From an optimization exercise on the open Yosys and OpenROAD flow, aimed at small area, a short achievable clock period and few clock cycles per item; shortcuts taken in it are not production practice.
Where RTL was checked, it was by simulation tests only, not by an equivalence proof against the original.
Only the layout flow was run in runs 5 to 8; the RTL was not checked for function there.

`flow/flow/run.sh`:
```
#!/bin/bash
# The standard layout (the standard.sh on all ORFS steps), with the port
# buffers that global placement inserts made the smallest buffer cell
# (sky130_fd_sc_hd__buf_1) instead of the delay buffer buffer_ports picks by
# itself. Every input and output port still gets its own buffer.
set -euo pipefail
export BUFFER_PORTS_ARGS="-buffer_cell sky130_fd_sc_hd__buf_1"
bash standard.sh > run_standard.log 2>&1
```
`flow/standard.sh`:
```
#!/bin/bash
# synth_recipe.tcl (not shown) runs the flow's synth.tcl, then flattens the netlist and writes it again
# the make line also repeats each setting of config.mk as NAME=value (left out here)
make -C /OpenROAD-flow-scripts/flow DESIGN_CONFIG=/design/flow/config.mk WORK_HOME=/design/flow/orfs CLKGATE_MAP_FILE= SYNTH_SCRIPT=/design/flow/synth_recipe.tcl "${@:-finish}"
```
`flow/config.mk`:
```
export PLATFORM = sky130hd
export DESIGN_NAME = gcd_coprocessor
export DESIGN_NICKNAME = gcd_coprocessor
export VERILOG_FILES = /design/flow/design.v
export SDC_FILE = /design/flow/constraint.sdc
export NUM_CORES = 4
export LEC_CHECK = 0
export ABC_AREA = 1
export CAP_MARGIN = 20
export CELL_PAD_IN_SITES_DETAIL_PLACEMENT = 0
export CELL_PAD_IN_SITES_GLOBAL_PLACEMENT = 1
export CORE_AREA = 5 5 95 95
export DIE_AREA = 0 0 100 100
export GPL_TIMING_DRIVEN = 0
export PLACE_DENSITY = 0.85
export SETUP_SLACK_MARGIN = 1.5
export SLEW_MARGIN = 20
```
`flow/constraint.sdc`:
```
create_clock -name core_clock -period 5.0 [get_ports {clk}]
set_input_delay 1.0000 -clock core_clock [delete_from_list [all_inputs] [get_ports {clk}]]
set_output_delay 1.0000 -clock core_clock [all_outputs]
set_load 0.01 [all_outputs]
```
`flow/design.v`:
```
module gcd_coprocessor #( parameter W = 16 ) (
  input clk,
  input reset,
  input operands_val,
  input [W-1:0] operands_bits_A,
  input [W-1:0] operands_bits_B,
  output operands_rdy,
  output result_val,
  output [W-1:0] result_bits,
  input result_rdy
);
  function [3:0] ctz(input [W-1:0] v);
    integer i;
    begin
      ctz = 4'd0;
      for (i = W - 1; i >= 0; i = i - 1)
        if (v[i]) ctz = i;
    end
  endfunction
  reg [W-1:0] A, B;
  reg [3:0]   k;       
  reg         fin;     
  reg         busy;
  wire [W-1:0] xab = A ^ B;
  wire eq   = ~|xab;
  wire bz   = ~|B;
  wire kz   = (k == 4'd0);
  wire stop = eq | fin;
  wire done = busy & stop & kz;
  assign result_val   = done;
  assign result_bits  = A;
  assign operands_rdy = ~busy | (done & result_rdy);
  wire load = operands_val & operands_rdy;
  wire both_even = ~A[0] & ~B[0];
  wire         sub = B[0] | bz;
  wire [W:0]   d = {1'b0, A} - {1'b0, B};
  wire         neg = d[W];
  wire [W-1:0] y = sub ? xab : B;         
  wire [3:0]   s = both_even ? 4'd1 : ctz(y);
  wire [W-1:0] f = d[W-1:0] ^ {W{neg}};   
  wire [W-1:0] g = sub ? f : B;
  wire [W-1:0] bnext = (g >> s) | {{(W-1){1'b0}}, sub & neg};
  wire swap = B[0] & (~A[0] | ~neg);
  always @(posedge clk or posedge reset) begin
    if (reset) begin
      busy <= 1'b0;
    end else if (load) begin
      busy <= 1'b1;
    end else if (done & result_rdy) begin
      busy <= 1'b0;
    end
  end
  wire a_load = load;
  wire a_shl  = ~load & busy & stop & ~kz;
  wire a_shr  = ~load & busy & ~stop & both_even;
  wire a_swp  = ~load & busy & ~stop & ~both_even & swap;
  wire a_hold = ~(a_load | a_shl | a_shr | a_swp);
  wire b_new  = ~load & busy & ~stop;
  wire b_hold = ~(load | b_new);
  wire [W-1:0] anext = ({W{a_load}} & operands_bits_A) | ({W{a_shl}} & (A << 1))
                     | ({W{a_shr}} & (A >> 1)) | ({W{a_swp}} & B) | ({W{a_hold}} & A);
  wire [W-1:0] bnext2 = ({W{load}} & operands_bits_B) | ({W{b_new}} & bnext) | ({W{b_hold}} & B);
  wire k_dec = a_shl;
  wire k_inc = a_shr;
  wire [3:0] knext = ({4{k_dec}} & (k - 4'd1)) | ({4{k_inc}} & (k + 4'd1))
                   | ({4{~load & ~k_dec & ~k_inc}} & k);
  wire finnext = ~load & (fin | a_shl);
  always @(posedge clk) begin
    A <= anext;
    B <= bnext2;
    k   <= knext;
    fin <= finnext;
  end
endmodule
```
==> impl_metrics.json, run 1 <==
{
  "hpwl_um": 11180,
  "io_buffers": 53,
  "hp-start": "fin",
  "worstHoldPathType": "flip-flop to flip-flop",
  "wl_per_cell_um": 17.05,
  "fin_setup_tns_ns": 0,
  "clock-sinks": 38,
  "startpoint_type": "flip-flop",
  "r2r-start": "A[9]",
  "synth_compound_area_share_pct": 21.94,
  "path_max_fanout": 5,
  "pin_count": 54,
  "clock_path_buffers": 2,
  "slew_violations": 0,
  "dpl-instance-area_um2": 4188,
  "syn_nets": 690,
  "grt_usage_pct": 27.33,
  "grt_remaining_overflow": 0,
  "synth.most_common_cell": "nand2_1",
  "synth_top_family_by_area": "simple AND/OR/NAND/NOR gates",
  "synthMuxAreaShare_pct": 0,
  "fin_nets": 753,
  "fmax_mhz": 301.1,
  "start_util_pct": 49.46,
  "reg2reg_to": "B[0]",
  "wl_um": 13640,
  "synth_xor_xnor_area_share_pct": 4.083,
  "hold_depth": 2,
  "hold_ws_ns": 0.4611,
  "vias": 4572,
  "rsz0062_at_grt": "no",
  "status": "timing/DRC/antenna clean",
  "design.core.area_um2": 7807,
  "critPathSlowestCell": "dfxtp_1",
  "grt_pass1_wl_um": 21780,
  "crit_arrival_ns": 2.32,
  "vias_per_cell": 5.715,
  "required_ns": 4.00,
  "async_flop_share_pct": 2.632,
  "synth_ff_type": "dfxtp_1",
  "drt_first_pass_iters": 5,
  "clk_pin_slew_ns": 0.08,
  "die-width_um": 100,
  "synth.distinct_cells": 44,
  "grt_max_degree": 13,
  "syn_area_um2": 3861,
  "fin_worst_skew_ns": 0.006489,
  "tightest_slew_ns": 0.5799,
  "globalplace.congestion": 0.9713,
  "synth_edf_count": 0,
  "syn_avg_cell_area_um2": 6.090,
  "drt_iter0_drc": 300,
  "synth-seq-cells": 38,
  "critPathMaxStageDelay_ns": 0.42,
  "synth_top_area_share_pct": 19.18,
  "synth_top_cells_by_count": "nand2_1 (171), inv_1 (82), nand3_1 (68), nor2_1 (47), dfxtp_1 (37)",
  "cts_tree": "yes",
  "crit_top_cell": "nand2_1",
  "grt_pass1_vias": 4203,
  "min_to": "fin",
  "clkLatencyLatePin_ns": 0.29,
  "layout-drive-gt1-share_pct": 11.89,
  "final_antenna_net_count": 0,
  "h-tree-depth": 2,
  "endpoint_kind": "output port",
  "cp_cell_sequence": "inv_1 > ha_2 > nand2_1 > nor4_2 > nand2_1 > nand2_1 > nand2_1 > nor2_1 > a21oi_1 > inv_1 > buf_1",
  "cts_made_buffers": 5,
  "setup_viol": 0,
  "yosys-top-cells-area": "dfxtp_1 (19%), nand2_1 (17%), nand3_1 (8.8%)",
  "ctsHoldBuffers": 0,
  "synthCells": 634,
  "antenna_found_initial": 0,
  "critPathBufInv": 3,
  "seq_area_frac_synth_pct": 19.83,
  "dieArea_um2": 10000,
  "finalInstanceArea_um2": 4437,
  "die_h_um": 100,
  "fin_crit_ns": 3.321,
  "synth_simple_gate_area_share_pct": 35.87,
  "r2r_cells": 20,
  "synth_top_area_cell": "dfxtp_1",
  "cts_root_buf": "clkbuf_8",
  "placementRows": 32,
  "drc": 0,
  "reg2reg_slack_ns": 1.70,
  "slew_headroom_pct": 61.34,
  "cap_violations": 0,
  "area_delta_synth_final_pct": 14.91,
  "yosys_warnings": 1,
  "synthAdderAreaFrac_pct": 6.675,
  "critical_path.top_delay_family": "simple AND/OR/NAND/NOR gates",
  "finalHoldViolCount": 0,
  "min_period_over_period_pct": 66.43,
  "worstSetupPathType": "flip-flop to output port",
  "n_antenna_cell": 0
}
[area by class of cell]
cell class	instances	area (um^2)
Fill cell	837	3371
Multi-Input combinational cell	488	2766
Sequential cell	38	773.2
Inverter	90	341.6
Timing Repair Buffer	56	221.5
Tap cell	102	127.6
Buffer	18	111.4
Clock buffer	6	82.58
Clock inverter	2	12.51
[metrics by stage]
step,utilization (%),std cells,worst slack (ns)
floorplan,-,634,2.195
global placement,53.64,789,1.084
detailed placement,53.64,789,1.058
CTS,55.05,797,1.502
global route,56.83,800,1.412
finish,56.83,800,1.679
[placed cells by master, fill, tap and decap left out, types with 15 or more instances in the layout]
cell / count
nand3_1: 68
dfxtp_1: 33
nor2_1: 42
a21oi_1: 25
buf_1: 53
nand2_1: 170
inv_1: 81
o21ai_0: 29
o221ai_1: 16
xor2_1: 15
[layer usage]
metal | vias up | track usage (%) | share of wire, %
li1 | 2250 | - | -
met1 | 2120 | 37.94 | 45
met2 | 173 | 43.41 | 45
met3 | 29 | 3.058 | 6.2
met4 | 0 | 10.57 | 3.9
met5 | - | 0 | 0
[sequential cells by signal (all words and copies together), names as in the netlist]
name  cells
B        16
fin       1
k         4
busy      1
A        16
[what timing repair did]
item / CTS / global route
pin swaps: 0 / 3
endpoints found under the setup margin: 27 / 31
resized for setup: 8 / 32
buffers inserted: 0 / 3
[worst reg2reg max path, stage by stage, from the launching register on]
cell and delay, ns:
dfxtp_1 0.44, ha_2 0.36, a21oi_1 0.21, nor2_1 0.08, a211oi_2 0.21, o21ai_0 0.13
a21oi_1 0.15, nand2_2 0.15, nor2_4 0.15, inv_2 0.07, clkbuf_4 0.19, o211ai_1 0.26
inv_1 0.07, nand3_1 0.10, nand3_1 0.11, nand3_1 0.15, nand3_1 0.09, nand2_1 0.09
nand2_1 0.06, nand2_1 0.06, nand2_1 0.05
[how the worst max path moves through the flow]
stage	startpoint	cells after the start	slack, ns	end
3_5_place_dp	B[10]	19	1.06	A[10]
3_3_place_gp	B[10]	19	1.08	A[11]
6_report	B[5]	11	1.68	operands_rdy
4_1_cts	B[5]	20	1.50	B[6]
2_1_floorplan	A[0]	21	2.20	B[0]
5_1_grt	B[9]	21	1.41	B[0]
[logic make-up after synthesis]
group,after synthesis
buf+inv,108
fa+ha+maj,20
compound gates,131
simple gates,319
xor+xnor,18
flops,38
Testbench counts, summed over its fixed seeds: cycles 6,282, items 512.
==> inputs of run 2 (changes only) <==
--- a/flow/config.mk
+++ b/flow/config.mk
@@ -11,7 +11,6 @@
 export CELL_PAD_IN_SITES_GLOBAL_PLACEMENT = 1
 export CORE_AREA = 5 5 95 95
 export DIE_AREA = 0 0 100 100
-export GPL_TIMING_DRIVEN = 0
 export PLACE_DENSITY = 0.85
 export SETUP_SLACK_MARGIN = 1.5
 export SLEW_MARGIN = 20
==> impl_metrics.json, run 2 <==
{
  "status": "timing/DRC/antenna clean",
  "clock_path_buffers": 2,
  "clkLatencyLatePin_ns": 0.29,
  "fin_nets": 742,
  "vias": 4573,
  "ctsHoldBuffers": 0,
  "synth_top_family_by_area": "simple AND/OR/NAND/NOR gates",
  "synth_top_area_cell": "dfxtp_1",
  "crit_path_end": "operands_rdy",
  "reg2reg_to": "B[6]",
  "final_antenna_net_count": 0,
  "required_ns": 4.00,
  "grt_usage_pct": 27.11,
  "endpoint_kind": "output port",
  "n_antenna_cell": 0,
  "wl_um": 13800,
  "synth_simple_gate_area_share_pct": 35.87,
  "cts_root_buf": "clkbuf_8",
  "synth_edf_count": 0,
  "crit_arrival_ns": 2.31,
  "syn_nets": 690,
  "synth.most_common_cell": "nand2_1",
  "yosys_warnings": 1,
  "startpoint": "B[10]",
  "start_util_pct": 49.46,
  "mostFrequentLayoutCells": "nand2_1 (169), inv_1 (79), nand3_1 (68)",
  "critPathMaxStageDelay_ns": 0.42,
  "slew_violations": 0,
  "clock-sinks": 38,
  "design.core.area_um2": 7807,
  "fmax_mhz": 301.7,
  "globalplace.congestion": 0.9663,
  "tightest_slew_ns": 0.6458,
  "placementRows": 32,
  "finalHoldViolCount": 0,
  "synth_top_cells_by_count": "nand2_1 (171), inv_1 (82), nand3_1 (68), nor2_1 (47), dfxtp_1 (37)",
  "worstHoldPathType": "flip-flop to flip-flop",
  "h-tree-depth": 2,
  "dieArea_um2": 10000,
  "reg_top3": "A (16), B (16), k (4)",
  "clk_pin_slew_ns": 0.08,
  "grt_max_degree": 28,
  "cp_cell_sequence": "inv_1 > ha_2 > nand2_1 > nor2_1 > inv_1 > nor2_2 > nand2_1 > nand2_2 > nand2_1 > nor2_1 > a21oi_1 > inv_1 > buf_1",
  "vias_per_cell": 5.796,
  "path_max_fanout": 6,
  "wl_per_cell_um": 17.49,
  "pin_count": 54,
  "reg2reg_slack_ns": 1.72,
  "critPathSlowestCell": "dfxtp_4",
  "synthCells": 634,
  "io_buffers": 53,
  "layout_commonest_cell": "nand2_1",
  "synth.distinct_cells": 44,
  "die_h_um": 100,
  "fin_crit_ns": 3.315,
  "cts_made_buffers": 5,
  "drt_iter0_drc": 336,
  "synth_ff_type": "dfxtp_1",
  "startpoint_type": "flip-flop",
  "grt_remaining_overflow": 0,
  "layout-drive-gt1-share_pct": 11.50,
  "setup_viol": 0,
  "die-width_um": 100,
  "synthAdderAreaFrac_pct": 6.675,
  "yosys-top-cells-area": "dfxtp_1 (19%), nand2_1 (17%), nand3_1 (8.8%)",
  "syn_area_um2": 3861,
  "r2r_cells": 17,
  "seq_area_frac_synth_pct": 19.83,
  "rsz0062_at_grt": "no",
  "antenna_found_initial": 0,
  "worstSetupPathType": "flip-flop to output port",
  "syn_avg_cell_area_um2": 6.090,
  "cts_tree": "yes",
  "drt_first_pass_iters": 7,
  "min_period_over_period_pct": 66.30,
  "synth-seq-cells": 38,
  "synth_xor_xnor_area_share_pct": 4.083,
  "grt_pass1_wl_um": 21460,
  "drc": 0,
  "area_delta_synth_final_pct": 13.84,
  "r2r-start": "B[5]",
  "synth_top_area_share_pct": 19.18,
  "grt_pass1_vias": 4162,
  "hpwl_um": 11050,
  "fill_cells": 806,
  "synthMuxAreaShare_pct": 0,
  "slew_headroom_pct": 56.83,
  "async_flop_share_pct": 2.632,
  "fin_worst_skew_ns": 0.006395,
  "synth_compound_area_share_pct": 21.94,
  "cap_violations": 0,
  "fin_setup_tns_ns": 0
}
[run 2: cell counts after synthesis]
No cell type changed its count.
[run 2: area by class of cell]
type	count	area (um^2)	share of cell area, %
Clock buffer	7	76.32	1.736
Tap cell	102	127.6	2.903
Multi-Input combinational cell	488	2780	63.25
Clock inverter	1	7.507	0.1708
Sequential cell	38	775.7	17.65
Inverter	90	354.1	8.056
Timing Repair Buffer	63	274.0	6.234
[run 2: worst min-delay path by stage]
stage	start	end	slack, ns	cells past startpoint
final	fin	fin	0.49	2
after global routing	reset	busy	0.51	2
after CTS	fin	fin	0.47	2
after detailed placement	fin	fin	0.46	2
after global placement	fin	fin	0.46	2
after floorplan	fin	fin	0.43	2
[run 2: logic make-up (layout without fill, tap and decap cells)]
logic type,Yosys count,count (layout)
AND/OR/NAND/NOR,319,319
AO/OA/AOI/OAI,131,131
flip-flops,38,38
adder cells (fa/ha/maj),20,20
XOR/XNOR,18,18
buffers and inverters,108,161
[run 2: repair_timing]
action	CTS	global route
endpoints found under the setup margin	20	29
buffers inserted	0	9
pin swaps	0	2
resized for setup	3	36
[run 2: routing by layer]
layer | track usage, % | vias to the layer above | wire length, um
met5 | 0 | - | 0
met4 | 8.808 | 0 | 393
met3 | 3.544 | 25 | 950
met2 | 43.82 | 208 | 6306
met1 | 37.42 | 2104 | 6150
li1 | - | 2236 | -
[run 2: critical path, delay by kind of cell (launching register included)]
| family | cells | cell delay, ns |
|---|---|---|
| AO/OA/AOI/OAI | 1 | 0.10 |
| adder cells (fa/ha/maj) | 1 | 0.37 |
| buffers and inverters | 4 | 0.35 |
| flip-flops | 1 | 0.42 |
| AND/OR/NAND/NOR | 7 | 0.77 |
[run 2: per-stage QoR]
| stage | utilization [%] | instances | setup slack, ns | instance area [um^2] | hold WS [ns] |
|---|---|---|---|---|---|
| after floorplan | - | 634 | 2.195 | 3861 | 0.4318 |
| after global routing | 56.30 | 789 | 1.348 | 4395 | 0.5093 |
| final | 56.30 | 789 | 1.685 | 4395 | 0.4900 |
| after global placement | 52.39 | 772 | 1.115 | 4090 | 0.4566 |
| after detailed placement | 52.39 | 772 | 1.198 | 4090 | 0.4601 |
| after CTS | 53.54 | 780 | 1.506 | 4180 | 0.4731 |
==> inputs of run 3 (changes only) <==
--- a/flow/config.mk
+++ b/flow/config.mk
@@ -10,6 +10,8 @@
 export CELL_PAD_IN_SITES_DETAIL_PLACEMENT = 0
 export CELL_PAD_IN_SITES_GLOBAL_PLACEMENT = 1
 export CORE_AREA = 5 5 95 95
+export CTS_CLUSTER_DIAMETER = 100
+export CTS_CLUSTER_SIZE = 40
 export DIE_AREA = 0 0 100 100
 export PLACE_DENSITY = 0.85
 export SETUP_SLACK_MARGIN = 1.5
==> impl_metrics.json, run 3 <==
{
  "layout_commonest_cell": "nand2_1",
  "syn_avg_cell_area_um2": 6.090,
  "dpl-instance-area_um2": 4090,
  "fin_nets": 742,
  "grt_pass1_wl_um": 21460,
  "yosys_warnings": 1,
  "synth_xor_xnor_area_share_pct": 4.083,
  "fill_cells": 806,
  "synth.distinct_cells": 44,
  "syn_nets": 690,
  "die-width_um": 100,
  "status": "timing/DRC/antenna clean",
  "grt_usage_pct": 27.11,
  "antenna_found_initial": 0,
  "fin_setup_tns_ns": 0,
  "placementRows": 32,
  "globalplace.congestion": 0.9663,
  "synthMuxAreaShare_pct": 0,
  "synth_top_cells_by_count": "nand2_1 (171), inv_1 (82), nand3_1 (68), nor2_1 (47), dfxtp_1 (37)",
  "layout-drive-gt1-share_pct": 11.50,
  "multi_input_area_um2": 2780,
  "synthAdderAreaFrac_pct": 6.675,
  "io_buffers": 53,
  "wl_per_cell_um": 17.49,
  "syn_area_um2": 3861,
  "clock-sinks": 38,
  "final_antenna_net_count": 0,
  "grt_remaining_overflow": 0,
  "worstSetupPathType": "flip-flop to output port",
  "grt_max_degree": 28,
  "clkLatencyLatePin_ns": 0.29,
  "synthCells": 634,
  "cts_root_buf": "clkbuf_8",
  "startpoint_type": "flip-flop",
  "hold_ws_ns": 0.4900,
  "dieArea_um2": 10000,
  "synth_ff_type": "dfxtp_1",
  "synth_compound_area_share_pct": 21.94,
  "start_util_pct": 49.46,
  "synth_top_area_cell": "dfxtp_1",
  "crit_arrival_ns": 2.31,
  "required_ns": 4.00,
  "drt_iter0_drc": 336,
  "fmax_mhz": 301.7,
  "cts_made_buffers": 5,
  "reg_top3": "A (16), B (16), k (4)",
  "synth.most_common_cell": "nand2_1",
  "pin_count": 54,
  "synth-seq-cells": 38,
  "synth_top_area_share_pct": 19.18,
  "slew_violations": 0,
  "die_h_um": 100,
  "yosys-top-cells-area": "dfxtp_1 (19%), nand2_1 (17%), nand3_1 (8.8%)",
  "design.core.area_um2": 7807,
  "r2r-start": "B[5]",
  "cts_tree": "yes",
  "h-tree-depth": 2,
  "clk_pin_slew_ns": 0.08,
  "worstHoldPathType": "flip-flop to flip-flop",
  "drc": 0,
  "startpoint": "B[10]",
  "fin_crit_ns": 3.315,
  "cap_violations": 0,
  "finalHoldViolCount": 0,
  "slew_headroom_pct": 56.83,
  "rsz0062_at_grt": "no",
  "regArea_um2": 775.7,
  "finalInstanceArea_um2": 4395,
  "synth_top_family_by_area": "simple AND/OR/NAND/NOR gates",
  "wl_um": 13800,
  "hp-start": "fin",
  "synth_edf_count": 0,
  "synth_simple_gate_area_share_pct": 35.87,
  "vias": 4573,
  "n_antenna_cell": 0,
  "setup_viol": 0,
  "min_period_over_period_pct": 66.30,
  "ctsHoldBuffers": 0,
  "area_delta_synth_final_pct": 13.84,
  "critPathMaxStageDelay_ns": 0.42,
  "mostFrequentLayoutCells": "nand2_1 (169), inv_1 (79), nand3_1 (68)",
  "path_max_fanout": 6,
  "async_flop_share_pct": 2.632,
  "critPathSlowestCell": "dfxtp_4",
  "grt_pass1_vias": 4162,
  "cp_cell_sequence": "inv_1 > ha_2 > nand2_1 > nor2_1 > inv_1 > nor2_2 > nand2_1 > nand2_2 > nand2_1 > nor2_1 > a21oi_1 > inv_1 > buf_1",
  "post-route-util_pct": 56.30,
  "clock_path_buffers": 2,
  "vias_per_cell": 5.796,
  "drt_first_pass_iters": 7,
  "fin_worst_skew_ns": 0.006395,
  "hpwl_um": 11050,
  "endpoint_kind": "output port",
  "seq_area_frac_synth_pct": 19.83,
  "tightest_slew_ns": 0.6458
}
[run 3: cell counts after synthesis]
Identical to the previous run, type by type.
[run 3: worst paths after layout]
kind / endpoint / slack (ns) / cells after the start
max: operands_rdy / 1.69 / 13
min: fin / 0.49 / 2
max reg2reg: B[6] / 1.72 / 17
min reg2reg: fin / 0.49 / 2
max in group asynchronous: busy / 4.41 / 2
min in group asynchronous: busy / 0.51 / 2
[run 3: logic make-up after synthesis]
group           Yosys count
flops                    38
buf+inv                 108
xor+xnor                 18
fa+ha+maj                20
simple gates            319
compound gates          131
[run 3: area by class of cell]
type / count / area share (%)
well taps: 102 / 2.903
repair buffers: 63 / 6.234
clock inverters: 1 / 0.1708
inverters: 90 / 8.056
clock buffers: 7 / 1.736
flip-flops and latches: 38 / 17.65
multi-input cells: 488 / 63.25
[run 3: routing by layer]
| layer | track usage [%] | part of all wire (%) | wire length (um) | up-vias |
|---|---|---|---|---|
| met1 | 37.42 | 45 | 6150 | 2104 |
| met5 | 0 | 0 | 0 | - |
| met3 | 3.544 | 6.9 | 950 | 25 |
| li1 | - | - | - | 2236 |
| met2 | 43.82 | 46 | 6306 | 208 |
| met4 | 8.808 | 2.8 | 393 | 0 |
[run 3: worst max-delay path: cells and delay by family, from the launching register on]
family	cells	cell delay, ns
buf+inv	4	0.35
flops	1	0.42
compound gates	1	0.10
simple gates	7	0.77
fa+ha+maj	1	0.37
[run 3: repair_timing]
item	CTS	global route
pin swaps	0	2
buffers inserted	0	9
setup endpoints to repair	20	29
resized for setup	3	36
[run 3: metrics by stage]
step,instances,setup WS [ns]
3_5_place_dp,772,1.198
2_1_floorplan,634,2.195
6_report,789,1.685
5_1_grt,789,1.348
4_1_cts,780,1.506
3_3_place_gp,772,1.115
==> inputs of run 4 (changes only) <==
--- a/flow/config.mk
+++ b/flow/config.mk
@@ -8,11 +8,9 @@
 export ABC_AREA = 1
 export CAP_MARGIN = 20
 export CELL_PAD_IN_SITES_DETAIL_PLACEMENT = 0
-export CELL_PAD_IN_SITES_GLOBAL_PLACEMENT = 1
+export CELL_PAD_IN_SITES_GLOBAL_PLACEMENT = 0
 export CORE_AREA = 5 5 95 95
-export CTS_CLUSTER_DIAMETER = 100
-export CTS_CLUSTER_SIZE = 40
 export DIE_AREA = 0 0 100 100
-export PLACE_DENSITY = 0.85
+export PLACE_DENSITY = 0.7
 export SETUP_SLACK_MARGIN = 1.5
 export SLEW_MARGIN = 20
==> impl_metrics.json, run 4 <==
{
  "status": "timing/DRC/antenna clean",
  "area_delta_synth_final_pct": 14.10,
  "finalHoldViolCount": 0,
  "h-tree-depth": 2,
  "die-width_um": 100,
  "drt_iter0_drc": 342,
  "async_flop_share_pct": 2.632,
  "reg_top3": "A (16), B (16), k (4)",
  "layout_commonest_cell": "nand2_1",
  "drc": 0,
  "synth.distinct_cells": 44,
  "clk_pin_slew_ns": 0.08,
  "slew_violations": 0,
  "regArea_um2": 773.2,
  "min_period_over_period_pct": 67.02,
  "slew_headroom_pct": 59.27,
  "fin_setup_tns_ns": 0,
  "grt_pass1_wl_um": 21310,
  "cts_tree": "yes",
  "pin_count": 54,
  "io_buffers": 53,
  "finalInstanceArea_um2": 4405,
  "placementRows": 32,
  "synth_top_area_share_pct": 19.18,
  "grt_remaining_overflow": 0,
  "antenna_found_initial": 0,
  "seq_area_frac_synth_pct": 19.83,
  "layout-drive-gt1-share_pct": 10.56,
  "startpoint_type": "flip-flop",
  "fmax_mhz": 298.4,
  "ctsHoldBuffers": 0,
  "fin_worst_skew_ns": 0.007979,
  "hpwl_um": 10850,
  "grt_usage_pct": 26.82,
  "synth.most_common_cell": "nand2_1",
  "drt_first_pass_iters": 5,
  "synth_top_area_cell": "dfxtp_1",
  "dieArea_um2": 10000,
  "worstSetupPathType": "flip-flop to output port",
  "fin_nets": 737,
  "wl_per_cell_um": 17.41,
  "wl_um": 13650,
  "cts_root_buf": "clkbuf_8",
  "clock_path_buffers": 2,
  "post-route-util_pct": 56.43,
  "yosys_warnings": 1,
  "syn_area_um2": 3861,
  "die_h_um": 100,
  "endpoint_kind": "output port",
  "synth_edf_count": 0,
  "required_ns": 4.00,
  "cts_made_buffers": 5,
  "synthCells": 634,
  "final_antenna_net_count": 0,
  "vias_per_cell": 5.816,
  "cap_violations": 0,
  "syn_nets": 690,
  "fill_cells": 807,
  "globalplace.congestion": 0.9918,
  "grt_max_degree": 26,
  "crit_arrival_ns": 2.35,
  "yosys-top-cells-area": "dfxtp_1 (19%), nand2_1 (17%), nand3_1 (8.8%)",
  "multi_input_area_um2": 2784,
  "dpl-instance-area_um2": 4090,
  "start_util_pct": 49.46,
  "n_antenna_cell": 0,
  "synth_ff_type": "dfxtp_1",
  "vias": 4560,
  "path_max_fanout": 5,
  "syn_avg_cell_area_um2": 6.090,
  "worstHoldPathType": "flip-flop to flip-flop",
  "clock-sinks": 38,
  "fin_crit_ns": 3.351,
  "rsz0062_at_grt": "yes",
  "mostFrequentLayoutCells": "nand2_1 (170), inv_1 (77), nand3_1 (68)",
  "synth_top_cells_by_count": "nand2_1 (171), inv_1 (82), nand3_1 (68), nor2_1 (47), dfxtp_1 (37)",
  "design.core.area_um2": 7807,
  "clkLatencyLatePin_ns": 0.30,
  "synth-seq-cells": 38,
  "grt_pass1_vias": 4276,
  "tightest_slew_ns": 0.6092,
  "setup_viol": 0
}
run 4: critical path, cell delays in order (launching register included):
cell	delay [ns]
dfxtp_2	0.39
inv_1	0.08
ha_1	0.38
nand2_1	0.14
nor4_2	0.28
nand2_1	0.15
nand2_1	0.11
nand2_1	0.05
nor2_1	0.12
a21oi_1	0.13
inv_1	0.09
clkbuf_2	0.13
run 4: cells by family (layout without fill, tap and decap cells):
family	count (synthesis)	in the layout	synth area share (%)
adder cells (fa/ha/maj)	20	20	6.675
AND/OR/NAND/NOR	319	320	35.87
buffers and inverters	108	155	11.60
flip-flops	38	38	19.83
AO/OA/AOI/OAI	131	131	21.94
XOR/XNOR	18	18	4.083
run 4: metrics by stage:
stage               std cells  setup WS [ns]  hold slack, ns
floorplan                 634          2.195          0.4318
global placement          772          1.264          0.4448
detailed placement        772          1.258          0.4737
CTS                       780          1.529          0.4852
global route              784          1.430          0.5051
finish                    784          1.649          0.4710
run 4: layer usage:
layer	part of all wire (%)	up-vias	global-route usage, %
met5	0	-	0
met1	42	2091	35.77
met4	4.4	0	13.26
li1	-	2219	-
met2	46	205	42.02
met3	7.5	45	4.239
run 4: final cells by class:
| type | count | area share [%] |
|---|---|---|
| clock buffers | 6 | 1.874 |
| clock inverters | 2 | 1.363 |
| inverters | 90 | 7.895 |
| multi-input cells | 489 | 63.19 |
| flip-flops and latches | 38 | 17.55 |
| well taps | 102 | 2.897 |
| repair buffers | 57 | 5.226 |
run 4: path summary, 6_finish.rpt:
kind                       depth (start not counted)            to  slack, ns  startpoint
min in group asynchronous                          2          busy       0.50       reset
min reg2reg                                        2           fin       0.47         fin
max                                               11  operands_rdy       1.65        B[5]
max reg2reg                                       13          B[9]       1.74        B[2]
min                                                2           fin       0.47         fin
max in group asynchronous                          2          busy       4.41       reset
run 4: what timing repair did:
action	4_1_cts	5_1_grt
gates resized for setup	7	31
cloned	0	1
setup buffers	0	3
setup endpoints to repair	16	33
pin swaps	0	1
==> inputs of run 5 (changes only) <==
--- a/flow/design.v
+++ b/flow/design.v
@@ -36,11 +36,14 @@
   wire [W:0]   d = {1'b0, A} - {1'b0, B};
   wire         neg = d[W];
   wire [W-1:0] y = sub ? xab : B;         
-  wire [3:0]   s = both_even ? 4'd1 : ctz(y);
+  wire [3:0]   tz = ctz(y);
+  wire         big = tz[3];               
+  wire [2:0]   s = both_even ? 3'd1 : (big ? 3'd7 : tz[2:0]);
   wire [W-1:0] f = d[W-1:0] ^ {W{neg}};   
   wire [W-1:0] g = sub ? f : B;
   wire [W-1:0] bnext = (g >> s) | {{(W-1){1'b0}}, sub & neg};
-  wire swap = B[0] & (~A[0] | ~neg);
+  wire flip = sub & neg & big;
+  wire swap = B[0] & (~A[0] | ~neg | big);
   always @(posedge clk or posedge reset) begin
     if (reset) begin
       busy <= 1'b0;
@@ -59,7 +62,8 @@
   wire b_hold = ~(load | b_new);
   wire [W-1:0] anext = ({W{a_load}} & operands_bits_A) | ({W{a_shl}} & (A << 1))
                      | ({W{a_shr}} & (A >> 1)) | ({W{a_swp}} & B) | ({W{a_hold}} & A);
-  wire [W-1:0] bnext2 = ({W{load}} & operands_bits_B) | ({W{b_new}} & bnext) | ({W{b_hold}} & B);
+  wire [W-1:0] bnext2 = ({W{load}} & operands_bits_B) | ({W{b_new & ~flip}} & bnext)
+                      | ({W{b_new & flip}} & A) | ({W{b_hold}} & B);
   wire k_dec = a_shl;
   wire k_inc = a_shr;
   wire [3:0] knext = ({4{k_dec}} & (k - 4'd1)) | ({4{k_inc}} & (k + 4'd1))
--- a/flow/config.mk
+++ b/flow/config.mk
@@ -8,9 +8,9 @@
 export ABC_AREA = 1
 export CAP_MARGIN = 20
 export CELL_PAD_IN_SITES_DETAIL_PLACEMENT = 0
-export CELL_PAD_IN_SITES_GLOBAL_PLACEMENT = 0
+export CELL_PAD_IN_SITES_GLOBAL_PLACEMENT = 1
 export CORE_AREA = 5 5 95 95
 export DIE_AREA = 0 0 100 100
-export PLACE_DENSITY = 0.7
+export PLACE_DENSITY = 0.85
 export SETUP_SLACK_MARGIN = 1.5
 export SLEW_MARGIN = 20
==> impl_metrics.json, run 5 <==
{
  "status": "timing/DRC/antenna clean",
  "synth.distinct_cells": 45,
  "fill_cells": 790,
  "worstSetupPathType": "flip-flop to output port",
  "fin_crit_ns": 3.373,
  "dieArea_um2": 10000,
  "path_max_fanout": 5,
  "synth_top_area_share_pct": 19.87,
  "min_period_over_period_pct": 67.46,
  "io_buffers": 53,
  "antenna_found_initial": 0,
  "busiest_layer": "met2",
  "synth_top_cells_by_count": "nand2_1 (122), nand3_1 (70), inv_1 (59), nor2_1 (56), dfxtp_1 (37)",
  "globalplace.congestion": 1.108,
  "layout_commonest_cell": "nand2_1",
  "placementRows": 32,
  "setup_viol": 0,
  "async_flop_share_pct": 2.632,
  "final_antenna_net_count": 0,
  "dpl-instance-area_um2": 3946,
  "layout-drive-gt1-share_pct": 14.24,
  "syn_avg_cell_area_um2": 6.449,
  "clkLatencyLatePin_ns": 0.31,
  "synth_top_area_cell": "dfxtp_1",
  "hpwl_um": 10740,
  "synth.most_common_cell": "nand2_1",
  "pin_count": 54,
  "seq_area_frac_synth_pct": 20.54,
  "start_util_pct": 47.74,
  "endpoint_kind": "output port",
  "use_met1_pct": 38.48,
  "n_antenna_cell": 0,
  "vias": 4504,
  "gr-usage-met3_pct": 3.961,
  "fin_worst_skew_ns": 0.01532,
  "regArea_um2": 778.2,
  "synth_edf_count": 0,
  "grt_pass1_vias": 4266,
  "syn_nets": 634,
  "drt_first_pass_iters": 5,
  "fin_setup_tns_ns": 0,
  "grt_remaining_overflow": 0,
  "grt_usage_pct": 26.89,
  "h-tree-depth": 2,
  "design.core.area_um2": 7807,
  "tightest_slew_ns": 0.6253,
  "finalHoldViolCount": 0,
  "reg2reg_to": "B[0]",
  "worstHoldPathType": "input pin to async pin",
  "synth_ff_type": "dfxtp_1",
  "fmax_mhz": 296.5,
  "hold_ws_ns": 0.4932,
  "drc": 0,
  "cts_tree": "yes",
  "yosys_warnings": 1,
  "wl_um": 13750,
  "startpoint_type": "flip-flop",
  "mostFrequentLayoutCells": "nand2_1 (121), nand3_1 (70), inv_1 (56)",
  "yosys-top-cells-area": "dfxtp_1 (20%), nand2_1 (12%), nand3_1 (9.4%)",
  "clock-sinks": 38,
  "r2r-start": "A[0]",
  "grt_max_degree": 30,
  "die-width_um": 100,
  "met2_usage_pct": 41.46,
  "slew_violations": 0,
  "area_delta_synth_final_pct": 17.39,
  "cts_made_buffers": 5,
  "syn_area_um2": 3727,
  "clock_path_buffers": 2,
  "wl_per_cell_um": 18.74,
  "r2r_cells": 18,
  "grt_pass1_wl_um": 21580,
  "drt_iter0_drc": 450,
  "finalInstanceArea_um2": 4375,
  "multi_input_area_um2": 2756,
  "synthCells": 578,
  "cts_root_buf": "clkbuf_8",
  "fin_nets": 687,
  "crit_arrival_ns": 2.37,
  "required_ns": 4.00,
  "reg_top3": "A (16), B (16), k (4)",
  "synth-seq-cells": 38,
  "die_h_um": 100,
  "vias_per_cell": 6.136,
  "reg2reg_slack_ns": 1.66,
  "rsz0062_at_grt": "yes",
  "slew_headroom_pct": 58.20,
  "clk_pin_slew_ns": 0.08,
  "cap_violations": 0
}
run 5: stage by stage:
stage | util (%) | std cells | setup slack [ns]
2_1_floorplan | - | 578 | 2.031
3_3_place_gp | 50.54 | 717 | 1.201
3_5_place_dp | 50.54 | 717 | 1.313
4_1_cts | 52.61 | 726 | 1.455
5_1_grt | 56.04 | 734 | 1.464
6_report | 56.04 | 734 | 1.627
run 5: how the worst max path moves through the flow:
stage,start,end,slack [ns],cells after the start
CTS,B[7],operands_rdy,1.45,11
detailed placement,B[2],A[12],1.31,18
global route,B[2],B[8],1.46,28
finish,B[7],operands_rdy,1.63,11
floorplan,A[0],B[0],2.03,19
global placement,B[2],A[10],1.20,18
run 5: final cells by class:
cell class / count / area share [%]
clock buffers: 6 / 1.887
multi-input cells: 447 / 63.00
repair buffers: 64 / 6.463
clock inverters: 2 / 1.373
inverters: 75 / 6.577
well taps: 102 / 2.917
flip-flops and latches: 38 / 17.79
run 5: metal layers:
layer	up-vias	routed length (um)
met2	275	6101
met1	2094	6146
li1	2104	-
met5	-	0
met4	0	274
met3	31	1230
run 5: cell families (layout without fill, tap and decap cells):
logic type      after synthesis  in the layout  synth area share, %
flops                        38             38                20.54
fa+ha+maj                    20             20                6.915
buf+inv                      93            147                10.84
simple gates                274            274                32.63
xor+xnor                     19             19                4.465
compound gates              134            134                24.61
run 5: timing repair:
item | CTS | global route
hold buffers | 0 | 0
pin swaps | 0 | 6
resized for setup | 4 | 47
setup endpoints to repair | 31 | 36
buffers inserted | 1 | 8
run 5: critical path, stage by stage (launching register included):
cell and delay [ns]:
dfxtp_2 0.38, inv_1 0.11, ha_4 0.34, nand2_2 0.09
nor3_4 0.20, nand4_1 0.21, o21ai_4 0.23, nand2_1 0.09
nor2_2 0.10, a21oi_1 0.12, inv_1 0.08, clkbuf_2 0.13
==> inputs of run 6 (changes only) <==
--- a/flow/config.mk
+++ b/flow/config.mk
@@ -9,8 +9,9 @@
 export CAP_MARGIN = 20
 export CELL_PAD_IN_SITES_DETAIL_PLACEMENT = 0
 export CELL_PAD_IN_SITES_GLOBAL_PLACEMENT = 1
-export CORE_AREA = 5 5 95 95
-export DIE_AREA = 0 0 100 100
-export PLACE_DENSITY = 0.85
-export SETUP_SLACK_MARGIN = 1.5
+export CORE_AREA = 5 5 115 115
+export DIE_AREA = 0 0 120 120
+export PLACE_DENSITY = 0.5
+export SETUP_SLACK_MARGIN = 1.3
 export SLEW_MARGIN = 20
+export TNS_END_PERCENT = 5
==> impl_metrics.json, run 6 <==
{
  "die_h_um": 120,
  "finalHoldViolCount": 0,
  "reg2reg_slack_ns": 1.38,
  "syn_area_um2": 3727,
  "synth.most_common_cell": "nand2_1",
  "clock_path_buffers": 2,
  "wl_per_cell_um": 20.01,
  "placementRows": 40,
  "cap_violations": 0,
  "grt_max_degree": 30,
  "worstHoldPathType": "input pin to async pin",
  "status": "timing/DRC/antenna clean",
  "yosys-top-cells-area": "dfxtp_1 (20%), nand2_1 (12%), nand3_1 (9.4%)",
  "hpwl_um": 12620,
  "required_ns": 5.17,
  "io_buffers": 53,
  "cts_made_buffers": 5,
  "area_delta_synth_final_pct": 16.68,
  "critical_path.top_delay_family": "compound AO/OA/AOI/OAI gates",
  "synth_edf_count": 0,
  "start_util_pct": 31.16,
  "synth_ff_type": "dfxtp_1",
  "synth-seq-cells": 38,
  "globalplace.congestion": 0.9233,
  "mostFrequentLayoutCells": "nand2_1 (122), nand3_1 (70), inv_1 (58)",
  "finalInstanceArea_um2": 4349,
  "fin_crit_ns": 3.616,
  "antenna_found_initial": 0,
  "synth.distinct_cells": 45,
  "synth_top_area_cell": "dfxtp_1",
  "path_max_fanout": 5,
  "pin_count": 54,
  "fin_nets": 685,
  "fill_cells": 1337,
  "layout_commonest_cell": "nand2_1",
  "critPathMaxStageDelay_ns": 0.43,
  "critPathSlowestCell": "a221o_1",
  "fin_ws_ns": 1.384,
  "slew_headroom_pct": 42.74,
  "die-width_um": 120,
  "dieArea_um2": 14400,
  "critPathBufInv": 4,
  "slew_violations": 0,
  "final_antenna_net_count": 0,
  "fmax_mhz": 276.6,
  "wl_um": 15550,
  "r2r-start": "A[0]",
  "vias_per_cell": 5.551,
  "vias": 4313,
  "drt_iter0_drc": 311,
  "dpl_worst_slack_ns": 1.003,
  "fin_setup_tns_ns": 0,
  "r2r_cells": 17,
  "grt_pass1_wl_um": 23810,
  "worstSetupPathType": "flip-flop to flip-flop",
  "tightest_slew_ns": 0.8557,
  "synth_top_area_share_pct": 19.87,
  "reg2reg_to": "B[7]",
  "startpoint_type": "flip-flop",
  "drt_first_pass_iters": 5,
  "async_flop_share_pct": 2.632,
  "grt_remaining_overflow": 0,
  "clkLatencyLatePin_ns": 0.29,
  "endpoint_kind": "flip-flop",
  "drc": 0,
  "syn_nets": 634,
  "fin_worst_skew_ns": 0.006398,
  "synth_top_cells_by_count": "nand2_1 (122), nand3_1 (70), inv_1 (59), nor2_1 (56), dfxtp_1 (37)",
  "yosys_warnings": 1,
  "cp_cell_sequence": "inv_1 > ha_1 > inv_1 > fa_1 > a221o_1 > a21oi_4 > or2_1 > nand2_2 > nor2_4 > clkinvlp_4 > buf_4 > o21ai_0 > a21oi_1 > o21ai_1 > nand2_1 > nand3_1 > nand3_1",
  "reg_top3": "A (16), B (16), k (4)",
  "crit_arrival_ns": 3.79,
  "layout-drive-gt1-share_pct": 10.48,
  "cts_tree": "yes",
  "min_period_over_period_pct": 72.32,
  "cts_root_buf": "clkbuf_16",
  "clk_pin_slew_ns": 0.06,
  "dpl-instance-area_um2": 4018,
  "synthCells": 578,
  "dp.cells": 764,
  "syn_avg_cell_area_um2": 6.449,
  "clock-sinks": 38,
  "design.core.area_um2": 11960,
  "n_antenna_cell": 0,
  "seq_area_frac_synth_pct": 20.54,
  "rsz0062_at_grt": "yes",
  "instances_no_fill": 777,
  "setup_viol": 0,
  "grt_pass1_vias": 4110,
  "grt_usage_pct": 21.43,
  "h-tree-depth": 2
}
run 6: final cells by class:
| cell class | count | area (um^2) | share of cell area, % |
|---|---|---|---|
| inverters | 75 | 287.8 | 6.617 |
| clock inverters | 2 | 60.06 | 1.381 |
| repair buffers | 62 | 266.5 | 6.128 |
| flip-flops and latches | 38 | 768.2 | 17.66 |
| clock buffers | 6 | 138.9 | 3.193 |
| multi-input cells | 447 | 2644 | 60.79 |
| well taps | 147 | 183.9 | 4.229 |
run 6: timing repair:
| action | CTS | global route |
|---|---|---|
| resized for setup | 4 | 17 |
| setup endpoints to repair | 34 | 34 |
| pin swaps | 3 | 3 |
| setup buffers | 2 | 3 |
| hold buffers | 0 | 0 |
run 6: layer usage:
layer / track usage (%) / vias to the layer above / part of all wire [%]
met4: 6.943 / 0 / 2.2
li1: - / 2087 / -
met3: 4.100 / 24 / 6.8
met1: 32.05 / 2041 / 49
met2: 30.45 / 161 / 42
met5: 0 / - / 0
run 6: kinds of logic after synthesis:
kind of cell / after synthesis / synth area share [%]
AOI/OAI and AO/OA: 134 / 24.61
xor gates and xnor gates: 19 / 4.465
adders and majority gates: 20 / 6.915
buffers and inverters: 93 / 10.84
DFF: 38 / 20.54
and+or+nand+nor: 274 / 32.63
run 6: worst register-to-register path, stage by stage, from the launching register on:
cell and delay, ns:
dfxtp_1 0.39, inv_1 0.21, ha_1 0.18, inv_1 0.05
fa_1 0.40, a221o_1 0.43, a21oi_4 0.25, or2_1 0.15
nand2_2 0.11, nor2_4 0.21, clkinvlp_4 0.14, buf_4 0.17
o21ai_0 0.18, a21oi_1 0.08, o21ai_1 0.27, nand2_1 0.13
nand3_1 0.10, nand3_1 0.07
run 6: worst max path at each step:
stage                     startpoint      endpoint  slack, ns  cells after the start
after floorplan                 A[0]          B[0]       2.03                     19
after global placement          B[5]          A[3]       0.86                     17
after detailed placement        B[5]          A[2]       1.00                     17
after CTS                       B[5]  operands_rdy       1.18                     11
after global routing            B[0]  operands_rdy       1.23                     10
final                           A[0]          B[7]       1.38                     17
run 6: metrics by stage:
step / util [%] / hold slack, ns
after global routing: 36.36 / 0.5109
final: 36.36 / 0.5085
after detailed placement: 33.59 / 0.5000
after floorplan: - / 0.4283
after CTS: 35.53 / 0.5029
after global placement: 33.59 / 0.5033
==> inputs of run 7 (changes only) <==
--- a/flow/design.v
+++ b/flow/design.v
@@ -37,8 +37,8 @@
   wire         neg = d[W];
   wire [W-1:0] y = sub ? xab : B;         
   wire [3:0]   tz = ctz(y);
-  wire         big = tz[3];               
-  wire [2:0]   s = both_even ? 3'd1 : (big ? 3'd7 : tz[2:0]);
+  wire         big = |tz[3:2];            
+  wire [1:0]   s = both_even ? 2'd1 : (big ? 2'd3 : tz[1:0]);
   wire [W-1:0] f = d[W-1:0] ^ {W{neg}};   
   wire [W-1:0] g = sub ? f : B;
   wire [W-1:0] bnext = (g >> s) | {{(W-1){1'b0}}, sub & neg};
--- a/flow/config.mk
+++ b/flow/config.mk
@@ -9,9 +9,8 @@
 export CAP_MARGIN = 20
 export CELL_PAD_IN_SITES_DETAIL_PLACEMENT = 0
 export CELL_PAD_IN_SITES_GLOBAL_PLACEMENT = 1
-export CORE_AREA = 5 5 115 115
-export DIE_AREA = 0 0 120 120
-export PLACE_DENSITY = 0.5
-export SETUP_SLACK_MARGIN = 1.3
+export CORE_AREA = 5 5 95 95
+export DIE_AREA = 0 0 100 100
+export PLACE_DENSITY = 0.85
+export SETUP_SLACK_MARGIN = 1.5
 export SLEW_MARGIN = 20
-export TNS_END_PERCENT = 5
==> impl_metrics.json, run 7 <==
{
  "yosys_warnings": 1,
  "grt_pass1_vias": 3632,
  "slew_violations": 0,
  "instances_no_fill": 701,
  "synth.most_common_cell": "nand2_1",
  "reg2reg_to": "A[1]",
  "worstHoldPathType": "input pin to async pin",
  "r2r-start": "A[0]",
  "area_delta_synth_final_pct": 13.29,
  "synth-seq-cells": 38,
  "fin_worst_skew_ns": 0.007444,
  "fin_nets": 655,
  "layout_commonest_cell": "nand2_1",
  "reg2reg_slack_ns": 1.75,
  "synth_top_area_share_pct": 20.43,
  "startpoint": "B[6]",
  "final_antenna_net_count": 0,
  "crit_path_end": "operands_rdy",
  "r2r_cells": 17,
  "cts_root_buf": "clkbuf_8",
  "required_ns": 4.00,
  "die-width_um": 100,
  "syn_area_um2": 3626,
  "status": "timing/DRC/antenna clean",
  "fin_setup_tns_ns": 0,
  "min_period_over_period_pct": 66.85,
  "drc": 0,
  "slew_headroom_pct": 60.89,
  "layout-drive-gt1-share_pct": 11.52,
  "clock_path_buffers": 2,
  "synth_top_cells_by_count": "nand2_1 (144), inv_1 (67), nand3_1 (52), nor2_1 (44), dfxtp_1 (37)",
  "die_h_um": 100,
  "io_buffers": 53,
  "n_antenna_cell": 0,
  "globalplace.congestion": 0.8849,
  "reg_top3": "A (16), B (16), k (4)",
  "clock-sinks": 38,
  "fmax_mhz": 299.2,
  "async_flop_share_pct": 2.632,
  "path_max_fanout": 5,
  "clk_pin_slew_ns": 0.08,
  "crit_arrival_ns": 2.34,
  "cap_violations": 0,
  "finalHoldViolCount": 0,
  "rsz0062_at_grt": "yes",
  "drt_iter0_drc": 334,
  "cts_tree": "yes",
  "cts_made_buffers": 5,
  "endpoint_kind": "output port",
  "yosys-top-cells-area": "dfxtp_1 (20%), nand2_1 (15%), nand3_1 (7.2%)",
  "synth.distinct_cells": 39,
  "synthCells": 554,
  "drt_first_pass_iters": 6,
  "vias": 3975,
  "wl_um": 12270,
  "worstSetupPathType": "flip-flop to output port",
  "vias_per_cell": 5.670,
  "clkLatencyLatePin_ns": 0.29,
  "wl_per_cell_um": 17.50,
  "mostFrequentLayoutCells": "nand2_1 (142), inv_1 (62), buf_1 (53)",
  "tightest_slew_ns": 0.5850,
  "seq_area_frac_synth_pct": 21.12,
  "hpwl_um": 9614,
  "grt_remaining_overflow": 0,
  "syn_nets": 610,
  "grt_pass1_wl_um": 19020,
  "synth_top_area_cell": "dfxtp_1",
  "syn_avg_cell_area_um2": 6.545,
  "grt_usage_pct": 23.87,
  "antenna_found_initial": 0,
  "synth_ff_type": "dfxtp_1",
  "startpoint_type": "flip-flop",
  "ctsHoldBuffers": 0,
  "design.core.area_um2": 7807,
  "dp.cells": 693,
  "pin_count": 54,
  "grt_max_degree": 27,
  "start_util_pct": 46.44,
  "fin_crit_ns": 3.342,
  "placementRows": 32,
  "dieArea_um2": 10000,
  "synth_edf_count": 0,
  "setup_viol": 0,
  "h-tree-depth": 2
}
[run 7: cell types whose count changed after synthesis, sizes merged, moves of 5 or more]
cell / before / now
xor2: 14 / 22
nand2: 130 / 150
a21oi: 37 / 30
nand3: 70 / 53
o211ai: 8 / 1
a211oi: 5 / 0
o21bai: 6 / 0
nor2: 66 / 52
[run 7: logic make-up (layout without fill, tap and decap cells)]
family	Yosys count	after routing	share of synthesized area, %
AND/OR/NAND/NOR	264	264	31.61
AO/OA/AOI/OAI	108	108	21.70
buffers and inverters	94	139	11.21
flip-flops	38	38	21.12
XOR/XNOR	30	30	7.246
adder cells (fa/ha/maj)	20	20	7.108
[run 7: timing repair]
| item | in CTS | in global routing |
|---|---|---|
| setup endpoints to repair | 30 | 33 |
| pin swaps | 0 | 3 |
| resized for setup | 3 | 32 |
| buffers inserted | 0 | 1 |
[run 7: worst min path at each step]
stage | from | end | slack, ns | cells past startpoint
after floorplan | fin | fin | 0.43 | 2
after global placement | fin | fin | 0.44 | 2
after detailed placement | fin | fin | 0.46 | 2
after CTS | reset | busy | 0.50 | 2
after global routing | reset | busy | 0.50 | 2
final | reset | busy | 0.50 | 2
[run 7: worst max-delay path: stages, from the launching register on]
cell and delay (ns):
dfxtp_1 0.35, inv_1 0.13, ha_4 0.32, nand2_1 0.08
nor3_2 0.21, nand4_1 0.16, o21ai_2 0.22, nand2_1 0.07
nor2_1 0.12, a21oi_1 0.13, inv_1 0.11, buf_1 0.16
[run 7: area by class of cell]
cell class / count / area, um^2
fillers: 835 / 3700
multi-input cells: 422 / 2623
flip-flops and latches: 38 / 768.2
inverters: 76 / 287.8
repair buffers: 56 / 225.2
well taps: 102 / 127.6
clock buffers: 7 / 76.32
[run 7: per-stage QoR]
step	setup slack, ns	hold WS [ns]	utilization [%]	instance area (um^2)
5_1_grt	1.449	0.4982	52.61	4108
3_5_place_dp	1.226	0.4625	49.26	3846
2_1_floorplan	2.160	0.4283	-	3626
3_3_place_gp	1.242	0.4391	49.26	3846
6_report	1.658	0.5045	52.61	4108
4_1_cts	1.505	0.4954	50.35	3931
[run 7: metal layers]
layer	vias up	part of all wire [%]	GRT usage [%]
li1	1962	-	-
met1	1828	46	35.31
met2	169	45	35.76
met3	16	7.9	3.683
met4	0	1.3	6.736
met5	-	0	0
==> inputs of run 8 (changes only) <==
--- a/flow/design.v
+++ b/flow/design.v
@@ -36,14 +36,11 @@
   wire [W:0]   d = {1'b0, A} - {1'b0, B};
   wire         neg = d[W];
   wire [W-1:0] y = sub ? xab : B;         
-  wire [3:0]   tz = ctz(y);
-  wire         big = |tz[3:2];            
-  wire [1:0]   s = both_even ? 2'd1 : (big ? 2'd3 : tz[1:0]);
+  wire [3:0]   s = both_even ? 4'd1 : ctz(y);
   wire [W-1:0] f = d[W-1:0] ^ {W{neg}};   
   wire [W-1:0] g = sub ? f : B;
   wire [W-1:0] bnext = (g >> s) | {{(W-1){1'b0}}, sub & neg};
-  wire flip = sub & neg & big;
-  wire swap = B[0] & (~A[0] | ~neg | big);
+  wire swap = B[0] & (~A[0] | ~neg);
   always @(posedge clk or posedge reset) begin
     if (reset) begin
       busy <= 1'b0;
@@ -54,21 +51,18 @@
     end
   end
   wire a_load = load;
-  wire a_shl  = ~load & busy & stop & ~kz;
-  wire a_shr  = ~load & busy & ~stop & both_even;
-  wire a_swp  = ~load & busy & ~stop & ~both_even & swap;
+  wire a_shl  = ~load & stop & ~kz;
+  wire a_shr  = ~load & ~stop & both_even;
+  wire a_swp  = ~load & ~stop & ~both_even & swap;
   wire a_hold = ~(a_load | a_shl | a_shr | a_swp);
-  wire b_new  = ~load & busy & ~stop;
-  wire b_hold = ~(load | b_new);
   wire [W-1:0] anext = ({W{a_load}} & operands_bits_A) | ({W{a_shl}} & (A << 1))
                      | ({W{a_shr}} & (A >> 1)) | ({W{a_swp}} & B) | ({W{a_hold}} & A);
-  wire [W-1:0] bnext2 = ({W{load}} & operands_bits_B) | ({W{b_new & ~flip}} & bnext)
-                      | ({W{b_new & flip}} & A) | ({W{b_hold}} & B);
+  wire [W-1:0] bnext2 = ({W{load}} & operands_bits_B) | ({W{~load}} & bnext);
   wire k_dec = a_shl;
   wire k_inc = a_shr;
   wire [3:0] knext = ({4{k_dec}} & (k - 4'd1)) | ({4{k_inc}} & (k + 4'd1))
                    | ({4{~load & ~k_dec & ~k_inc}} & k);
-  wire finnext = ~load & (fin | a_shl);
+  wire finnext = ~load & stop;
   always @(posedge clk) begin
     A <= anext;
     B <= bnext2;
==> impl_metrics.json, run 8 <==
{
  "status": "timing/DRC/antenna clean",
  "final_antenna_net_count": 0,
  "fill_cells": 805,
  "fin_nets": 723,
  "rsz0062_at_grt": "no",
  "globalplace.congestion": 1.011,
  "layout-drive-gt1-share_pct": 15.42,
  "post-route-util_pct": 56.99,
  "slew_violations": 0,
  "area_delta_synth_final_pct": 16.55,
  "yosys_warnings": 1,
  "wl_um": 12940,
  "clkLatencyLatePin_ns": 0.29,
  "syn_nets": 659,
  "placementRows": 32,
  "io_buffers": 53,
  "h-tree-depth": 2,
  "setup_viol": 0,
  "drt_first_pass_iters": 5,
  "grt_pass1_wl_um": 20320,
  "synth_top_area_share_pct": 19.40,
  "synth_top_area_cell": "dfxtp_1",
  "seq_area_frac_synth_pct": 20.06,
  "synth-seq-cells": 38,
  "worstSetupPathType": "flip-flop to output port",
  "synthCells": 603,
  "synth.distinct_cells": 49,
  "min_period_over_period_pct": 66.18,
  "multi_input_area_um2": 2755,
  "synth_ff_type": "dfxtp_1",
  "async_flop_share_pct": 2.632,
  "wl_per_cell_um": 16.80,
  "fin_crit_ns": 3.309,
  "slew_headroom_pct": 30.27,
  "design.core.area_um2": 7807,
  "grt_usage_pct": 25.15,
  "grt_remaining_overflow": 0,
  "layout_commonest_cell": "nand2_1",
  "required_ns": 4.00,
  "fin_setup_tns_ns": 0,
  "synth.most_common_cell": "nand2_1",
  "synth_edf_count": 0,
  "pin_count": 54,
  "clk_pin_slew_ns": 0.08,
  "clock_path_buffers": 2,
  "antenna_found_initial": 0,
  "drc": 0,
  "die_h_um": 100,
  "grt_pass1_vias": 4009,
  "hpwl_um": 10060,
  "grt_max_degree": 24,
  "clock-sinks": 38,
  "yosys-top-cells-area": "dfxtp_1 (19%), nand2_1 (15%), nand3_1 (8.8%)",
  "cts_tree": "yes",
  "fin_worst_skew_ns": 0.007252,
  "ctsHoldBuffers": 0,
  "vias": 4485,
  "finalHoldViolCount": 0,
  "startpoint_type": "flip-flop",
  "path_max_fanout": 5,
  "reg_top3": "A (16), B (16), k (4)",
  "dieArea_um2": 10000,
  "synth_top_cells_by_count": "nand2_1 (151), inv_1 (76), nand3_1 (67), nor2_1 (48), dfxtp_1 (37)",
  "hold_ws_ns": 0.5062,
  "vias_per_cell": 5.825,
  "tightest_slew_ns": 1.046,
  "crit_arrival_ns": 2.31,
  "fin_ws_ns": 1.691,
  "worstHoldPathType": "input pin to async pin",
  "mostFrequentLayoutCells": "nand2_1 (149), inv_1 (72), nand3_1 (66)",
  "n_antenna_cell": 0,
  "die-width_um": 100,
  "regArea_um2": 772.0,
  "endpoint_kind": "output port",
  "dpl_worst_slack_ns": 1.220,
  "syn_area_um2": 3817,
  "drt_iter0_drc": 408,
  "start_util_pct": 48.89,
  "fmax_mhz": 302.2,
  "cts_made_buffers": 5,
  "cts_root_buf": "clkbuf_8",
  "syn_avg_cell_area_um2": 6.331,
  "cap_violations": 0
}
-- run 8: worst max-delay path: stages, from the launching register on --
cell	delay [ns]
dfxtp_1	0.37
inv_1	0.14
ha_4	0.33
inv_2	0.06
nor3_4	0.21
nand2_1	0.09
inv_2	0.10
a31oi_2	0.13
nor3b_2	0.23
nand2_1	0.09
nand2_2	0.10
buf_1	0.16
-- run 8: what timing repair did --
action                                  CTS  global route
setup buffers                             0            19
endpoints found under the setup margin   13            33
gates cloned                              0             2
pin swaps                                 0            16
resized for setup                         2            41
-- run 8: metrics by stage --
stage | instance area [um^2] | std cells
2_1_floorplan | 3817 | 603
6_report | 4449 | 770
5_1_grt | 4449 | 770
3_3_place_gp | 4039 | 741
4_1_cts | 4134 | 749
3_5_place_dp | 4039 | 741
-- run 8: logic make-up after synthesis --
kind of cell / after synthesis / synth area share (%)
xor+xnor: 19 / 4.359
flops: 38 / 20.06
fa+ha+maj: 20 / 6.752
simple gates: 296 / 34.09
buf+inv: 104 / 11.50
compound gates: 126 / 23.24
-- run 8: cell type report --
class                           count  area share (%)
Clock buffer                        7           1.940
Clock inverter                      1          0.1125
Inverter                           86           7.790
Multi-Input combinational cell    462           61.92
Sequential cell                    38           17.35
Tap cell                          102           2.868
Timing Repair Buffer               73           7.846
Timing Repair inverter              1          0.1687
-- run 8: final timing paths --
path	cells past startpoint	slack [ns]	endpoint	from
hold / removal	2	0.51	busy	reset
hold reg to reg	2	0.53	A[0]	A[0]
min in group core_clock	2	0.53	A[0]	A[0]
max in group asynchronous	2	4.40	busy	reset
setup reg to reg	19	1.73	B[0]	B[0]
setup / recovery	11	1.69	operands_rdy	B[14]
-- run 8: routing by layer --
layer	wire length [um]	vias to the layer above	share of wire (%)	GRT usage (%)
met5	0	-	0	0
met4	335	0	2.6	8.705
met3	1037	29	8.0	4.587
met2	5620	204	43	38.17
met1	5945	2103	46	35.70
li1	-	2149	-	-

-- what the ideal ports hide --
Ports are ideal in the flow. The routed layouts listed here were re-timed in OpenROAD.
Step 1: set_driving_cell puts a clkbuf_16 on clk and a buf_2 on each other input, an assumption about the parent block.
Step 2 also shifts input and output timing later by t, the mid clock arrival at the registers, as if the neighbouring blocks saw the same clock.
Slacks: no drivers / after step 1 / after step 2; pairs: no drivers / after step 1.
run | shift t [ns] | setup slack, ns | hold WS [ns] | worst slew at a driven data input, ns
run 1 | 0.316 | 1.679 / 1.653 / 1.705 | 0.461 / 0.461 / 0.461 | 0.04
run 2 | 0.319 | 1.685 / 1.654 / 1.724 | 0.490 / 0.490 / 0.490 | 0.04
run 3 | 0.319 | 1.685 / 1.654 / 1.724 | 0.490 / 0.490 / 0.490 | 0.04
run 4 | 0.324 | 1.649 / 1.620 / 1.738 | 0.471 / 0.471 / 0.471 | 0.04
run 5 | 0.333 | 1.627 / 1.594 / 1.662 | 0.493 / 0.488 / 0.541 | 0.04
run 6 | 0.324 | 1.384 / 1.361 / 1.384 | 0.509 / 0.492 / 0.559 | 0.04
run 7 | 0.318 | 1.658 / 1.627 / 1.753 | 0.504 / 0.503 / 0.507 | 0.04
run 8 | 0.323 | 1.691 / 1.657 / 1.731 | 0.506 / 0.497 / 0.534 | 0.04
After both steps setup and hold are still met in every run listed.
